What follows belongs to an exercise in optimizing a design on an open flow for small area, a short achievable clock period and few clock cycles per item; a production flow would make more cautious choices.
In this exercise RTL edits were held to simulation tests only and were not proved equivalent to the original.
Power figures rest on the tool's default switching activity, not on a simulated workload.

## flow/design.v (module list and top-level ports; edited modules follow where they fit)
// module accumulator_multiplier: 2398 lines
module accumulator_multiplier
(
    input logic clock, reset,
    input logic [31:0] multiplicand, multiplier,
    output logic [63:0] out,
    output logic done
);
  // ...
==> flow/flow/run.sh <==
#!/bin/bash
# Own layout flow: the standard flow (standard.sh) with two changes.
# 1. Yosys's generic "abc -fast" pre-mapping inside synth is skipped (synth -noabc).
#    It scrambles the full-adder structure of the multiplier tree, so extract_fa then
#    maps the adders with an inverter on nearly every pin. The final ABC mapping and
#    the register set are the standard synthesis's.
# 2. The port buffers are buf_1 cells instead of the slow clkdlybuf4s50_1 that
#    buffer_ports picks by default; every port still gets its buffer.
set -euo pipefail
cd "$(dirname "$0")/.."
sed '1s/-noshare/-noshare -noabc/' synth_recipe.tcl > flow_synth.tcl
sed 's#/synth_recipe\.tcl#/flow_synth.tcl#g' standard.sh > flow_standard.sh
grep -q flow_synth.tcl flow_standard.sh
EXTRA=(BUFFER_PORTS_ARGS="-buffer_cell sky130_fd_sc_hd__buf_1")
bash flow_standard.sh "${EXTRA[@]}" synth > flow_synth.log 2>&1
bash flow_standard.sh "${EXTRA[@]}" finish > flow_layout.log 2>&1
test -s out/final.def
==> flow/standard.sh <==
#!/bin/bash
# synth_recipe.tcl (not shown) runs the flow's synth.tcl, then flattens the netlist and writes it again
# the make line also repeats each setting of config.mk as NAME=value (left out here)
make -C /OpenROAD-flow-scripts/flow DESIGN_CONFIG=/design/flow/config.mk WORK_HOME=/design/flow/orfs CLKGATE_MAP_FILE= SYNTH_SCRIPT=/design/flow/synth_recipe.tcl "${@:-finish}"
==> flow/config.mk <==
export PLATFORM = sky130hd
export DESIGN_NAME = accumulator_multiplier
export DESIGN_NICKNAME = accumulator_multiplier
export VERILOG_FILES = /design/flow/design.v
export SDC_FILE = /design/flow/constraint.sdc
export NUM_CORES = 4
export LEC_CHECK = 0
export ABC_AREA = 1
export CAP_MARGIN = 20
export CORE_MARGIN = 2
export CORE_UTILIZATION = 40
export SETUP_SLACK_MARGIN = 1.3
export SLEW_MARGIN = 20
==> flow/constraint.sdc <==
create_clock -name core_clock -period 6.0 [get_ports {clock}]
set_input_delay 1.2000 -clock core_clock [delete_from_list [all_inputs] [get_ports {clock}]]
set_output_delay 1.2000 -clock core_clock [all_outputs]
set_load 0.01 [all_outputs]
==> qor.csv, run 1 <==
stage,metric,value,unit
pwr,sequential cell power,1.87,mW
logic_synthesis,Post-synth EDFFs,0,
hold_path,Hold Path Depth,3,
die,tap cells,846,
hold_path,Hold Startpoint,multiplier[0],
critical_path,Setup crit start kind,flop,
detailed_routing,routed wl met2,38900,um
global_route,largest net degree at the start of global routing,61,
global_route,first-pass GRT wire length,133000,um
die,die span in x,257,um
pwr,Clock Power,1.15,mW
global_route,met2 Resource Use GR,40.6,%
critical_path,CP bufs+invs,2,
detailed_routing,vias post-DR,20600,
finish,Clock buf/inv share,2.17,%
critical_path,worst setup path class,reg -> out,
clocking,CTS sink cnt,137,
clocking,hold buffers post-CTS,0,
sta,Final Cycle Share,78.8,%
run_status,outcome,no timing/DRC/antenna violations,
detailed_routing,DR iter-0 viols,2588,
critical_path,Worst Setup SP,r_s913$_DFF_P_,
clocking,clock transition at the registers of the reported paths,0.08,ns
finish,area growth from synthesis to final layout,9.92,%
finish,final instance area,0.0281,mm2
finish,multi-input combinational area share,75.3,%
Testbench counts, summed over its fixed seeds: cycles 4,800, items 2,400.
==> run 2: changes to the inputs <==
--- a/flow/config.mk
+++ b/flow/config.mk
@@ -9,5 +9,6 @@
 export CAP_MARGIN = 20
 export CORE_MARGIN = 2
 export CORE_UTILIZATION = 40
+export CTS_BUF_LIST = sky130_fd_sc_hd__clkbuf_4 sky130_fd_sc_hd__clkbuf_8
 export SETUP_SLACK_MARGIN = 1.3
 export SLEW_MARGIN = 20
==> qor.csv, run 2 <==
stage,metric,value,unit,change
run_status,outcome,no timing/DRC/antenna violations,,
detailed_routing,Routed Antenna Nets,0,,
clocking,CTS H-tree depth,4,,
finish,Nets,3231,,
clocking,clk buf depth,2,,
clocking,hold buffers post-CTS,0,,unchanged
logic_synthesis,"count leader, synth",xor2_1,,
logic_synthesis,synthesized instance count,2585,,
finish,most frequent cells in the layout,"xor2_1 (540), o22ai_1 (494), fa_1 (484), inv_1 (165), nand2_1 (135)",,
logic_synthesis,syn avg cell area,9.88,um2,
logic_synthesis,register area share after synthesis,10.7,%,
sta,setup TNS,0,ns,
die,die span in x,257,um,unchanged
clocking,clock transition at the registers of the reported paths,0.11,ns,+0.03 ns
pwr,VDD IR max,0.000478,V,
critical_path,CP cell instances,fa_2 > ha_4 > a21o_1 > nor2_4 > nand2_2 > a21oi_4 > nand2_8 > buf_6 > nand2_4 > nand2_8 > nand2_8 > nand2_8 > nand2_4 > nand2_4 > nand2_2 > nand2_2 > ha_4 > xnor2_2 > buf_2,,
detailed_routing,1st-pass router iterations,7,,
die,cell row count,92,,
detailed_routing,DRC,0,,
finish,area growth from synthesis to final layout,9.90,%,about the same
detailed_routing,vias post-DR,20700,,+0.59%
global_route,first-pass GRT wire length,133000,um,about the same
sta,Slew @ Worst Pin,0.982,ns,
critical_path,"Max FO, Critical Path",4,,
logic_synthesis,Synth warnings,1,,
critical_path,Crit-path slowest cell,fa_2,,
sta,Final Cycle Share,81.1,%,+2.4 points
global_route,initial antenna violation count,1,,
logic_synthesis,most frequent cells after synthesis,"xor2_1 (546), fa_1 (497), o22ai_1 (496)",,
global_route,gr usage total,26.7,%,
place,Post-DP HPWL,62300,um,
critical_path,Crit path top cell by count,nand2_8,,
finish,footprint of the multi-input gates,0.0213,mm2,
die,DIE AREA,0.0659,mm2,
finish,FF+latch area,0.00275,mm2,
flow_run,max-cap viol count,0,,
detailed_routing,DRT Wirelength,86800,um,
global_route,largest net degree at the start of global routing,61,,unchanged
finish,Filler cells,6031,,
logic_synthesis,syn nets,3260,,
sta,RSZ-0062 raised after global routing,yes,,
logic_synthesis,post-synth top area share,39.0,%,
finish,Post-Route Utilization,44.5,%,
finish,"most common cell after layout, fill and taps aside",xor2_1,,
sta,count of pins over their slew limit,0,,
detailed_routing,Avg WL per Cell,25.4,um,
die,CORE AREA,0.0631,mm2,
logic_synthesis,Syn Std Cell Area,0.0255,mm2,
critical_path,Setup crit start kind,flop,,
logic_synthesis,number of synthesized register bits,137,,
place,Final Wtd Congestion,1.02,,
pwr,cell leakage power,11.8,nW,
die,Die Y-Extent,257,um,
clocking,root buf cell,clkbuf_8,,
logic_synthesis,"area leader, netlist",fa_1,,
clocking,CTS tree,built,,
detailed_routing,DR iter-0 viols,2649,,+2.4%
logic_synthesis,Synth area leaders,"fa_1 (39%), xor2_1 (19%), o22ai_1 (12%)",,
sta,Final min period,4.87,ns,
finish,fraction of layout cells with a size suffix above 1,13.3,%,
sta,Rel. slew slack,34.5,%,
clocking,CTS sink cnt,137,,unchanged
hold_path,worst hold path class,in -> reg,,
sta,Fmax achieved,0.205,GHz,
place,port buffer count,130,,
sta,final hold violation count,0,,
logic_synthesis,Post-synth ARST share,0,%,
die,io pins,131,,
global_route,number of global-route vias before repair,22100,,
logic_synthesis,Post-synth EDFFs,0,,unchanged
clocking,CTS buffer count,17,,
global_route,GRT overflow,0,,
logic_synthesis,"Top FF cell, synth",dfxtp_1,,
critical_path,CP required,4.80,ns,
detailed_routing,vias per inst,6.07,,
critical_path,Critical Path AT,3.67,ns,
critical_path,worst setup path class,reg -> out,,
critical_path,Crit. End Element,output port,,
pwr,power per cell area,630,mW/mm2,
critical_path,Critical Path Max Stage Delay,0.63,ns,
logic_synthesis,Unique masters post-synth,34,,
die,starting density of the core,40.5,%,
sta,Final setup viols,0,,
run 2: routing by layer:
layer / vias to the layer above / wire, um / global-route usage [%]
met4: 2 / 4390 / 13.0
met3: 298 / 10200 / 7.29
met2: 1458 / 39300 / 40.9
li1: 8474 / - / -
met1: 10500 / 32900 / 34.8
met5: - / 16 / 0
run 2: logic make-up (layout without fill, tap and decap cells):
family                     count (synthesis)  count (layout)  share of synthesized area (%)
AOI/OAI and AO/OA                        561             561                           13.7
xor gates and xnor gates                 549             549                           18.8
adders and majority gates                609             609                           44.4
buffers and inverters                    493             476                           8.33
DFF                                      137             137                           10.7
other                                      0               1                              0
and+or+nand+nor                          236             236                           3.98
run 2: final cells by class:
| type | instances | area share [%] |
|---|---|---|
| Antenna cell | 1 | 0.00891 |
| Clock buffer | 17 | 0.833 |
| Clock inverter | 14 | 0.660 |
| Inverter | 169 | 2.27 |
| Multi-Input combinational cell | 1955 | 75.8 |
| Sequential cell | 137 | 9.79 |
| Tap cell | 846 | 3.77 |
| Timing Repair Buffer | 276 | 6.87 |
run 2: through the flow:
step,hold slack [ns],total power [mW],setup WS [ns],cells,area (um2)
after floorplan,1.23,12.5,1.29,2585,25500
after global placement,1.47,14.8,0.504,3357,26700
after detailed placement,1.47,15.2,0.547,3358,26700
after CTS,0.795,17.5,1.08,3397,27700
after global routing,0.893,19.8,1.05,3414,28100
final,0.868,17.7,1.13,3415,28100
run 2: where the power goes:
| part | internal, mW | switching [mW] |
|---|---|---|
| clock | 0.418 | 0.456 |
| sequential | 1.64 | 0.250 |
| combinational | 6.77 | 8.16 |
| total | 8.83 | 8.87 |
run 2: critical path: cells and delay by family, from the launching register on:
kind | cells | cell delay [ns]
buffers and inverters | 2 | 0.28
adders and majority gates | 3 | 1.03
AOI/OAI and AO/OA | 2 | 0.36
xor gates and xnor gates | 1 | 0.12
and+or+nand+nor | 11 | 0.92
DFF | 1 | 0.36
run 2: final timing paths:
path                            from          endpoint  slack, ns  depth (start not counted)
worst max-delay path  r_c912$_DFF_P_           out[63]       1.13                         19
worst min-delay path   multiplier[0]  r_pp_0_0$_DFF_P_       0.87                          3
run 2: repair_timing:
action	in CTS	in global routing
resized for setup	114	46
buffers inserted	8	17
endpoints found under the setup margin	47	76
pin swaps	17	11
==> run 3: changes to the inputs <==
--- a/flow/config.mk
+++ b/flow/config.mk
@@ -8,7 +8,6 @@
 export ABC_AREA = 1
 export CAP_MARGIN = 20
 export CORE_MARGIN = 2
-export CORE_UTILIZATION = 40
-export CTS_BUF_LIST = sky130_fd_sc_hd__clkbuf_4 sky130_fd_sc_hd__clkbuf_8
+export CORE_UTILIZATION = 70
 export SETUP_SLACK_MARGIN = 1.3
 export SLEW_MARGIN = 20
==> qor.csv, run 3 <==
stage,metric,value,unit,change
logic_synthesis,most frequent cells after synthesis,"xor2_1 (546), fa_1 (497), o22ai_1 (496)",,
logic_synthesis,"Top FF cell, synth",dfxtp_1,,
detailed_routing,DRC,0,,unchanged
logic_synthesis,syn nets,3260,,unchanged
critical_path,CP cell instances,buf_1 > inv_1 > buf_12 > o22ai_1 > xor2_1 > fa_1 > fa_1 > fa_1 > fa_1 > fa_1,,
sta,final hold violation count,0,,unchanged
logic_synthesis,Unique masters post-synth,34,,unchanged
finish,Nets,3222,,-0.28%
pwr,sw power,8.71,mW,-1.7%
sta,count of pins over their slew limit,0,,unchanged
sta,Slew @ Worst Pin,0.920,ns,-0.0617 ns
finish,"most common cell after layout, fill and taps aside",xor2_1,,
clocking,CTS sink cnt,137,,unchanged
flow_run,max-cap viol count,0,,unchanged
die,Die Y-Extent,195,um,-24%
logic_synthesis,Synth warnings,1,,unchanged
pwr,Power Internal,8.32,mW,-5.8%
critical_path,Crit-path slowest cell,inv_1,,
logic_synthesis,Syn Std Cell Area,0.0255,mm2,unchanged
place,port buffer count,130,,unchanged
critical_path,Crit. End Element,flop,,
clocking,CTS buffer count,17,,unchanged
die,die span in x,195,um,-24%
die,CORE AREA,0.0357,mm2,-43%
sta,Rel. slew slack,38.6,%,+4.1 points
detailed_routing,DRT Wirelength,85700,um,-1.3%
clocking,CTS H-tree depth,4,,unchanged
detailed_routing,1st-pass router iterations,14,,+7
sta,RSZ-0062 raised after global routing,yes,,
logic_synthesis,Post-synth EDFFs,0,,unchanged
detailed_routing,vias post-DR,21600,,+4.2%
sta,final worst slack,1.34,ns,+0.204 ns
global_route,GRT overflow,0,,unchanged
global_route,gr usage total,46.3,%,+20 points
critical_path,CP required,6.35,ns,+1.55 ns
clocking,hold buffers post-CTS,0,,unchanged
logic_synthesis,Post-synth ARST share,0,%,unchanged
critical_path,Critical Path AT,5.01,ns,+1.34 ns
clocking,CTS tree,built,,
critical_path,Critical Path Max Stage Delay,0.62,ns,about the same
critical_path,Crit path top cell by count,fa_1,,
run_status,outcome,no timing/DRC/antenna violations,,
sta,Fmax achieved,0.214,GHz,+4.4%
sta,Final setup viols,0,,unchanged
global_route,initial antenna violation count,8,,+7
logic_synthesis,number of synthesized register bits,137,,unchanged
logic_synthesis,"area leader, netlist",fa_1,,
detailed_routing,DR iter-0 viols,3622,,+37%
critical_path,CP bufs+invs,3,,+1
pwr,cell leakage power,11.7,nW,-0.88%
pwr,switch share,51.2,%,+1.1 points
clocking,clock transition at the registers of the reported paths,0.07,ns,-0.04 ns
sta,Final Cycle Share,77.7,%,-3.4 points
logic_synthesis,post-synth top area share,39.0,%,unchanged
critical_path,cell family with most CP delay,adder cells,,
pwr,VDD IR max,0.000902,V,+89%
global_route,largest net degree at the start of global routing,34,,-44%
die,starting density of the core,71.5,%,+31 points
pwr,Seq pwr share,11.0,%,+0.3 points
detailed_routing,vias per inst,7.15,,+18%
finish,final instance area,0.0274,mm2,-2.5%
critical_path,"Max FO, Critical Path",19,,+15
pwr,Clk network pwr share,6.7,%,+1.8 points
sta,setup TNS,0,ns,unchanged
critical_path,Setup crit start kind,primary input,,
logic_synthesis,"count leader, synth",xor2_1,,
global_route,first-pass GRT wire length,131000,um,-1.2%
die,DIE AREA,0.0380,mm2,-42%
finish,area growth from synthesis to final layout,7.20,%,
pwr,combinational power share,82.3,%,-2.1 points
finish,Post-Route Utilization,76.6,%,+32 points
place,placed inst area,0.0261,mm2,-2.3%
place,Post-DP HPWL,59000,um,-5.2%
detailed_routing,Avg WL per Cell,28.4,um,+12%
clocking,root buf cell,clkbuf_16,,
logic_synthesis,register area share after synthesis,10.7,%,unchanged
sta,Final min period,4.66,ns,-0.204 ns
die,cell row count,69,,-25%
die,io pins,131,,unchanged
logic_synthesis,Synth area leaders,"fa_1 (39%), xor2_1 (19%), o22ai_1 (12%)",,
clocking,clk buf depth,2,,unchanged
logic_synthesis,syn avg cell area,9.88,um2,unchanged
place,Final Wtd Congestion,0.976,,-3.9%
hold_path,worst hold path class,in -> reg,,
global_route,number of global-route vias before repair,22400,,+1.6%
place,pre-CTS WS,0.478,ns,-0.0684 ns
finish,most frequent cells in the layout,"xor2_1 (545), o22ai_1 (496), fa_1 (494), inv_1 (157), nand2_1 (140)",,
detailed_routing,Routed Antenna Nets,0,,unchanged
critical_path,worst setup path class,in -> reg,,
pwr,power per cell area,622,mW/mm2,-1.3%
pwr,Pwr Total,17.0,mW,-3.8%
logic_synthesis,synthesized instance count,2585,,unchanged
finish,fraction of layout cells with a size suffix above 1,10.9,%,-2.5 points
[run 3: cell types whose count changed in the layout (fill, tap and decap cells not counted), sizes merged]
cell,delta
clkinvlp,+9
diode,+1
clkbuf,-2
inv,-9
buf,-7
clkinv,+1
[run 3: power by group through the flow]
stage	clock (mW)	combinational [mW]	sequential (mW)
after detailed placement	0	13.1	1.89
after floorplan	0	10.7	1.82
after global placement	0	12.5	1.88
after global routing	1.19	15.7	1.92
final	1.14	14.0	1.87
after CTS	1.16	13.4	1.87
[run 3: what timing repair did]
action                                  CTS  global route
endpoints found under the setup margin   47            64
cloned                                    1             0
buffers inserted                          3            26
pin swaps                                 1            28
resized for setup                        13            76
[run 3: layout make-up]
class / count / area, um2
tap: 461 / 577
clock buffer: 18 / 439
antenna: 2 / 5.00
timing repair inverter: 1 / 7.51
timing repair buffer: 266 / 1790
multi-input combinational: 1955 / 21000
clock inverter: 14 / 184
fill: 2456 / 8360
sequential: 137 / 2740
inverter: 169 / 672
[run 3: stage by stage]
| step | hold slack, ns | std cells |
|---|---|---|
| finish | 1.05 | 3023 |
| floorplan | 1.23 | 2585 |
| detailed placement | 1.52 | 2959 |
| global placement | 1.53 | 2959 |
| global route | 1.04 | 3021 |
| CTS | 1.02 | 2995 |
[run 3: path summary, 6_finish.rpt]
path	start	to	cells after the start
worst max-delay path	multiplicand[17]	r_s935$_DFF_P_	10
worst min-delay path	multiplier[0]	r_pp_0_0$_DFF_P_	3
[run 3: tightest hold or removal path, cell delays in order]
cell and delay [ns]:
buf_1 0.11, nand2_1 0.08, xor2_1 0.07
[run 3: layer usage]
metal / vias up / routed length [um] / track usage, %
met5: - / 177 / 0.383
met4: 14 / 5820 / 23.7
met3: 601 / 13900 / 20.0
met2: 2090 / 36200 / 66.6
met1: 10400 / 29700 / 59.6
li1: 8468 / - / -
[run 3: logic make-up after synthesis]
family	count (synthesis)	synth area share, %
xor gates and xnor gates	549	18.8
AOI/OAI and AO/OA	561	13.7
adders and majority gates	609	44.4
buffers and inverters	493	8.33
and+or+nand+nor	236	3.98
DFF	137	10.7
==> run 4: changes to the inputs <==
--- a/flow/config.mk
+++ b/flow/config.mk
@@ -8,6 +8,6 @@
 export ABC_AREA = 1
 export CAP_MARGIN = 20
 export CORE_MARGIN = 2
-export CORE_UTILIZATION = 70
+export CORE_UTILIZATION = 60
 export SETUP_SLACK_MARGIN = 1.3
 export SLEW_MARGIN = 20
==> qor.csv, run 4 <==
stage,metric,value,unit,change
finish,Filler cells,3462,,+41%
logic_synthesis,number of synthesized register bits,137,,unchanged
critical_path,CP bufs+invs,4,,+1
die,CORE AREA,0.0419,mm2,+17%
sta,Rel. slew slack,33.2,%,-5.4 points
clocking,CTS tree,built,,
critical_path,Setup crit start kind,flop,,
detailed_routing,DR iter-0 viols,2375,,-34%
clocking,clock transition at the registers of the reported paths,0.06,ns,about the same
logic_synthesis,Synth warnings,1,,unchanged
hold_path,Hold Startpoint,multiplier[0],,
clocking,CTS H-tree depth,4,,unchanged
sta,Final min period,4.64,ns,-0.0231 ns
critical_path,CP required,4.80,ns,-1.55 ns
logic_synthesis,post-synthesis adder-cell area fraction,44.4,%,unchanged
logic_synthesis,register area share after synthesis,10.7,%,unchanged
die,Die Y-Extent,210,um,+7.8%
global_route,gr usage total,39.7,%,-6.6 points
critical_path,cell family with most CP delay,adder cells,,
global_route,largest net degree at the start of global routing,64,,+88%
critical_path,worst setup path class,reg -> out,,
logic_synthesis,main combinational cell family by area after synthesis,adder cells,,
detailed_routing,vias post-DR,20600,,-4.7%
run_status,outcome,no timing/DRC/antenna violations,,
logic_synthesis,Compound-Gate Fraction of Synth Area,13.7,%,unchanged
pwr,VDD IR max,0.000666,V,-26%
clocking,root buf cell,clkbuf_16,,
die,DIE AREA,0.0442,mm2,+16%
global_route,GRT overflow,0,,unchanged
sta,Fmax achieved,0.216,GHz,+0.50%
pwr,power per cell area,597,mW/mm2,-4.0%
clocking,CTS buffer count,17,,unchanged
logic_synthesis,"count leader, synth",xor2_1,,
logic_synthesis,syn avg cell area,9.88,um2,unchanged
hold_path,worst hold path class,in -> reg,,
finish,final instance area,0.0275,mm2,+0.40%
critical_path,Critical Path Max Stage Delay,0.60,ns,-0.02 ns
place,Post-DP HPWL,61000,um,+3.4%
finish,FF+latch area,0.00274,mm2,unchanged
global_route,initial antenna violation count,5,,-3
logic_synthesis,Unique masters post-synth,34,,unchanged
finish,area growth from synthesis to final layout,7.63,%,
die,io pins,131,,unchanged
finish,footprint of the multi-input gates,0.0210,mm2,+0.15%
logic_synthesis,mux contribution to synthesized area,0,%,unchanged
logic_synthesis,Synth area leaders,"fa_1 (39%), xor2_1 (19%), o22ai_1 (12%)",,
die,cell row count,75,,+8.7%
global_route,first-pass GRT wire length,130000,um,-1.2%
logic_synthesis,synthesized instance count,2585,,unchanged
logic_synthesis,"area leader, netlist",fa_1,,
clocking,clk buf depth,2,,unchanged
logic_synthesis,Syn Std Cell Area,0.0255,mm2,unchanged
die,die span in x,210,um,+7.8%
logic_synthesis,Post-Synth XOR/XNOR Area,18.8,%,unchanged
sta,Final setup viols,0,,unchanged
finish,"most common cell after layout, fill and taps aside",xor2_1,,
finish,Nets,3226,,+0.12%
logic_synthesis,"Top FF cell, synth",dfxtp_1,,
detailed_routing,1st-pass router iterations,6,,-8
global_route,number of global-route vias before repair,21400,,-4.4%
place,port buffer count,130,,unchanged
place,placed inst area,0.0263,mm2,+0.60%
logic_synthesis,post-synth top area share,39.0,%,unchanged
detailed_routing,Avg WL per Cell,27.5,um,-3.2%
detailed_routing,vias per inst,6.63,,-7.2%
place,Final Wtd Congestion,0.964,,-1.3%
sta,Final Cycle Share,77.3,%,-0.38 points
hold_path,WHS Endpoint,r_pp_0_0$_DFF_P_,,
pwr,Pwr Total,16.4,mW,-3.6%
sta,Slew @ Worst Pin,1.00,ns,+0.0822 ns
logic_synthesis,most frequent cells after synthesis,"xor2_1 (546), fa_1 (497), o22ai_1 (496)",,
critical_path,CP cell instances,fa_1 > ha_4 > nand2_2 > nand2_2 > inv_2 > nor2_2 > nor2_2 > nand2_1 > a21oi_2 > nand2_4 > buf_4 > buf_4 > a31o_2 > fa_2 > buf_1,,
logic_synthesis,syn nets,3260,,unchanged
sta,Hold WS,1.07,ns,+0.0227 ns
finish,most frequent cells in the layout,"xor2_1 (542), o22ai_1 (495), fa_1 (493), inv_1 (162), nand2_1 (140)",,
sta,final hold violation count,0,,unchanged
detailed_routing,DRC,0,,unchanged
critical_path,Crit. End Element,output port,,
logic_synthesis,Post-synth EDFFs,0,,unchanged
critical_path,Crit-path slowest cell,fa_1,,
critical_path,"Max FO, Critical Path",4,,-15
logic_synthesis,Post-synth ARST share,0,%,unchanged
pwr,cell leakage power,11.8,nW,+0.40%
hold_path,Hold Path Depth,3,,unchanged
sta,RSZ-0062 raised after global routing,yes,,
clocking,CTS sink cnt,137,,unchanged
detailed_routing,Routed Antenna Nets,0,,unchanged
flow_run,max-cap viol count,0,,unchanged
finish,fraction of layout cells with a size suffix above 1,11.0,%,+0.14 points
detailed_routing,DRT Wirelength,85300,um,-0.51%
die,starting density of the core,60.9,%,-11 points
sta,setup TNS,0,ns,unchanged
critical_path,Critical Path AT,3.44,ns,-1.57 ns
logic_synthesis,Synth Area in Simple Gates,3.98,%,unchanged
sta,count of pins over their slew limit,0,,unchanged
-- run 4: kinds of logic after synthesis --
logic type	count (synthesis)
XOR/XNOR	549
AO/OA/AOI/OAI	561
adder cells (fa/ha/maj)	609
buffers and inverters	493
flip-flops	137
AND/OR/NAND/NOR	236
-- run 4: how the worst max path moves through the flow --
stage	start	depth (start not counted)	endpoint	slack (ns)
6_report	r_c908$_DFF_P_	15	out[34]	1.36
5_1_grt	r_c908$_DFF_P_	19	out[47]	1.16
4_1_cts	multiplier[5]	11	r_s905$_DFF_P_	1.26
3_5_place_dp	multiplier[19]	12	r_s905$_DFF_P_	0.54
3_3_place_gp	multiplier[15]	12	r_s935$_DFF_P_	0.64
2_1_floorplan	multiplier[9]	12	r_s905$_DFF_P_	1.29
-- run 4: report_power, final --
part,internal [mW],total (mW),switching (mW)
registers,1.64,1.87,0.227
clock network,0.714,1.15,0.431
logic,5.78,13.4,7.63
total,8.13,16.4,8.29
-- run 4: metal layers --
metal | vias to the layer above | track usage, % | part of all wire, %
li1 | 8485 | - | -
met1 | 10300 | 53.9 | 39
met2 | 1505 | 58.0 | 43
met3 | 299 | 11.9 | 12
met4 | 4 | 20.1 | 5.4
met5 | - | 0 | 0.020
-- run 4: repair_timing --
item | in CTS | in global routing
hold buffers | 0 | 0
hold endpoints to repair | 0 | 0
pin swaps | 3 | 22
endpoints found under the setup margin | 52 | 79
gates resized for setup | 19 | 76
buffers inserted | 5 | 19
gates cloned | 0 | 1
-- run 4: layout make-up --
class	instances	area share, %
clock buffers	21	1.67
repair buffers	270	6.48
flip-flops and latches	137	9.98
well taps	539	2.45
diodes	4	0.0364
clock inverters	11	0.614
repair inverters	1	0.0273
inverters	169	2.36
multi-input cells	1955	76.4
-- run 4: through the flow --
stage / setup WS (ns) / utilization (%) / std cells
final: 1.36 / 65.5 / 3107
after global routing: 1.16 / 65.5 / 3103
after CTS: 1.26 / 64.5 / 3082
after detailed placement: 0.539 / 62.6 / 3045
after global placement: 0.639 / 62.6 / 3045
after floorplan: 1.29 / - / 2585
==> run 5: changes to the inputs <==
--- a/flow/config.mk
+++ b/flow/config.mk
@@ -9,5 +9,5 @@
 export CAP_MARGIN = 20
 export CORE_MARGIN = 2
 export CORE_UTILIZATION = 60
-export SETUP_SLACK_MARGIN = 1.3
+export SETUP_SLACK_MARGIN = 1.45
 export SLEW_MARGIN = 20
==> qor.csv, run 5 <==
stage,metric,value,unit,change
logic_synthesis,most frequent cells after synthesis,"xor2_1 (546), fa_1 (497), o22ai_1 (496)",,
die,die span in x,210,um,unchanged
critical_path,"Max FO, Critical Path",5,,+1
critical_path,CP required,4.80,ns,about the same
pwr,cell leakage power,12.0,nW,+1.8%
finish,area growth from synthesis to final layout,10.2,%,
critical_path,Critical Path Sink,out[63],,
sta,Final setup viols,0,,unchanged
sta,count of pins over their slew limit,0,,unchanged
place,Post-DP HPWL,60600,um,-0.57%
sta,final worst slack,1.43,ns,+0.0656 ns
logic_synthesis,Syn Std Cell Area,0.0255,mm2,unchanged
logic_synthesis,Unique masters post-synth,34,,unchanged
global_route,largest net degree at the start of global routing,51,,-20%
pwr,sw power,8.62,mW,+4.0%
finish,final instance area,0.0281,mm2,+2.4%
critical_path,cell family with most CP delay,adder cells,,
die,DIE AREA,0.0442,mm2,unchanged
detailed_routing,vias post-DR,20900,,+1.5%
pwr,Power Internal,8.63,mW,+6.2%
pwr,power per cell area,613,mW/mm2,+2.6%
die,starting density of the core,60.9,%,unchanged
critical_path,Crit path top cell by count,nand2_2,,
logic_synthesis,Synth area leaders,"fa_1 (39%), xor2_1 (19%), o22ai_1 (12%)",,
clocking,clk buf depth,2,,unchanged
logic_synthesis,register area share after synthesis,10.7,%,unchanged
logic_synthesis,Synth warnings,1,,unchanged
clocking,root buf cell,clkbuf_16,,
run_status,outcome,no timing/DRC/antenna violations,,
sta,Fmax achieved,0.219,GHz,+1.4%
place,port buffer count,130,,unchanged
critical_path,Crit-path slowest cell,fa_2,,
place,placed inst area,0.0263,mm2,+0.18%
sta,RSZ-0062 raised after global routing,yes,,
logic_synthesis,Post-synth ARST share,0,%,unchanged
die,io pins,131,,unchanged
global_route,first-pass GRT wire length,132000,um,+1.8%
critical_path,worst setup path class,reg -> out,,
logic_synthesis,syn avg cell area,9.88,um2,unchanged
pwr,Clk network pwr share,6.2,%,-0.8 points
place,Post-Place Cells,3041,,-0.13%
detailed_routing,DRT Wirelength,88200,um,+3.3%
logic_synthesis,number of synthesized register bits,137,,unchanged
global_route,number of global-route vias before repair,21800,,+1.8%
die,CORE AREA,0.0419,mm2,unchanged
logic_synthesis,"area leader, netlist",fa_1,,
clocking,CTS tree,built,,
finish,most frequent cells in the layout,"xor2_1 (537), o22ai_1 (486), fa_1 (479), inv_1 (152), dfxtp_1 (134)",,
pwr,combinational power share,82.9,%,+1.2 points
place,Final Wtd Congestion,0.918,,-4.8%
detailed_routing,Routed Antenna Nets,0,,unchanged
die,Die Y-Extent,210,um,unchanged
flow_run,max-cap viol count,0,,unchanged
logic_synthesis,"count leader, synth",xor2_1,,
sta,setup TNS,0,ns,unchanged
finish,Filler cells,3369,,-2.7%
logic_synthesis,syn nets,3260,,unchanged
critical_path,Setup crit start kind,flop,,
critical_path,Crit path depth,18,,+3
critical_path,Critical Path Max Stage Delay,0.60,ns,about the same
logic_synthesis,post-synth top area share,39.0,%,unchanged
finish,fraction of layout cells with a size suffix above 1,14.6,%,+3.6 points
logic_synthesis,"Top FF cell, synth",dfxtp_1,,
critical_path,Critical Path AT,3.37,ns,-0.07 ns
pwr,switch share,50.0,%,-0.53 points
clocking,CTS H-tree depth,4,,unchanged
sta,final hold violation count,0,,unchanged
sta,Slew @ Worst Pin,1.12,ns,+0.119 ns
critical_path,Worst Setup SP,r_s813$_DFF_P_,,
pwr,VDD IR max,0.000686,V,+3.0%
clocking,clock transition at the registers of the reported paths,0.06,ns,about the same
sta,Rel. slew slack,25.2,%,-7.9 points
clocking,CTS buffer count,17,,unchanged
clocking,hold buffers post-CTS,0,,unchanged
sta,Final min period,4.57,ns,-0.0656 ns
detailed_routing,DRC,0,,unchanged
detailed_routing,1st-pass router iterations,8,,+2
detailed_routing,DR iter-0 viols,2690,,+13%
pwr,Seq pwr share,10.9,%,-0.5 points
critical_path,CP bufs+invs,1,,-3
finish,final cell count without fillers,3116,,+0.29%
sta,Final Cycle Share,76.2,%,-1.1 points
global_route,initial antenna violation count,7,,+2
global_route,GRT overflow,0,,unchanged
pwr,Pwr Total,17.3,mW,+5.1%
critical_path,Crit. End Element,output port,,
logic_synthesis,synthesized instance count,2585,,unchanged
finish,"most common cell after layout, fill and taps aside",xor2_1,,
die,cell row count,75,,unchanged
finish,Nets,3237,,+0.34%
global_route,gr usage total,40.6,%,+0.84 points
hold_path,worst hold path class,in -> reg,,
critical_path,CP cell instances,fa_2 > ha_4 > a21o_1 > nor2_1 > nand2_1 > a21oi_4 > nand2_8 > nand2_4 > nand2_8 > nand2_4 > nand2_4 > nand2_2 > nand2_2 > nand2_2 > nand2_2 > ha_4 > xnor2_2 > buf_2,,
clocking,CTS sink cnt,137,,unchanged
place,pre-CTS WS,0.757,ns,+0.218 ns
detailed_routing,vias per inst,6.71,,+1.2%
detailed_routing,Avg WL per Cell,28.3,um,+3.0%
logic_synthesis,Post-synth EDFFs,0,,unchanged
-- run 5: layout make-up --
cell class / count / area [um2] / share of cell area [%]
antenna: 4 / 10.0 / 0.0356
clock buffer: 22 / 484 / 1.72
clock inverter: 8 / 95.1 / 0.338
inverter: 169 / 667 / 2.37
multi-input combinational: 1956 / 21300 / 75.7
sequential: 137 / 2750 / 9.76
tap: 539 / 674 / 2.40
timing repair buffer: 280 / 2150 / 7.65
timing repair inverter: 1 / 7.51 / 0.0267
-- run 5: tightest hold or removal path: cells and delay by family --
kind          cells  cell delay, ns
xor+xnor          1            0.06
buf+inv           1            0.12
simple gates      1            0.08
-- run 5: power groups by stage --
| stage | clock [mW] | sequential [mW] | combinational [mW] |
|---|---|---|---|
| 3_5_place_dp | 0 | 1.89 | 13.1 |
| 2_1_floorplan | 0 | 1.82 | 10.7 |
| 5_1_grt | 1.12 | 1.93 | 16.0 |
| 3_3_place_gp | 0 | 1.89 | 12.6 |
| 4_1_cts | 1.10 | 1.89 | 13.8 |
| 6_report | 1.07 | 1.88 | 14.3 |
-- run 5: worst min path at each step --
stage | from | to | slack (ns) | depth (start not counted)
4_1_cts | multiplier[0] | r_pp_0_0$_DFF_P_ | 0.96 | 3
6_report | multiplier[0] | r_pp_0_0$_DFF_P_ | 1.02 | 3
2_1_floorplan | multiplier[1] | r_neg_0$_DFF_P_ | 1.23 | 0
3_3_place_gp | multiplier[0] | r_pp_0_0$_DFF_P_ | 1.52 | 3
3_5_place_dp | multiplier[0] | r_pp_0_0$_DFF_P_ | 1.50 | 3
5_1_grt | multiplier[0] | r_pp_0_0$_DFF_P_ | 1.00 | 3
-- run 5: timing repair --
item                                   CTS  global route
endpoints found under the hold margin    0             0
pin swaps                               16            32
resized for setup                       69           132
cloned                                   1             5
setup buffers                            5            30
setup endpoints to repair               60            93
-- run 5: per-stage QoR --
step	hold slack [ns]	util, %
2_1_floorplan	1.23	-
3_3_place_gp	1.52	62.7
3_5_place_dp	1.50	62.7
4_1_cts	0.964	64.8
5_1_grt	1.00	67.1
6_report	1.02	67.1
-- run 5: routing by layer --
layer  part of all wire (%)  vias to the layer above  wire (um)  track usage (%)
met4                    5.5                        6       4840             19.6
met2                     43                     1628      37600             59.0
met5                  0.043                        -         38                0
met1                     39                    10400      34000             55.7
li1                       -                     8495          -                -
met3                     13                      385      11600             12.1
-- run 5: kinds of logic (layout without fill, tap and decap cells) --
| family | after synthesis | after routing | synth area share (%) |
|---|---|---|---|
| adders and majority gates | 609 | 609 | 44.4 |
| AOI/OAI and AO/OA | 561 | 562 | 13.7 |
| xor gates and xnor gates | 549 | 549 | 18.8 |
| buffers and inverters | 493 | 480 | 8.33 |
| and+or+nand+nor | 236 | 236 | 3.98 |
| DFF | 137 | 137 | 10.7 |
| other | 0 | 4 | 0 |

==> re-timing with driven ports <==
In the flow no input, the clock included, has a driving cell. The finished layouts below were timed again as built, in two steps.
Step 1: set_driving_cell puts a clkbuf_16 on clock and a buf_2 on each other input, an assumption about the parent block.
Step 2 adds t to the input delays and takes it off the output delays; t is the mean of the earliest and latest rising clock arrival at the registers after step 1. Input paths then give back, and output paths get back, about the clock's delay inside the block.
a / b / c = ideal ports / drivers / drivers and shift; a / b = the first two.
run | t (ns) | setup WS [ns] | latest minus earliest clock arrival (ns)
run 1 | 0.552 | 1.275 / 1.217 / 0.818 | 0.017 / 0.017
run 2 | 0.619 | 1.133 / 1.080 / 0.762 | 0.031 / 0.031
run 3 | 0.528 | 1.337 / 1.327 / 0.817 | 0.013 / 0.013
run 4 | 0.552 | 1.360 / 1.299 / 0.804 | 0.014 / 0.014
run 5 | 0.546 | 1.425 / 1.366 / 0.876 | 0.017 / 0.017
After both steps every run listed still meets setup and hold. For run 4, which loses most, drivers alone change the setup slack by -0.061 ns; drivers and shift together by -0.556 ns.
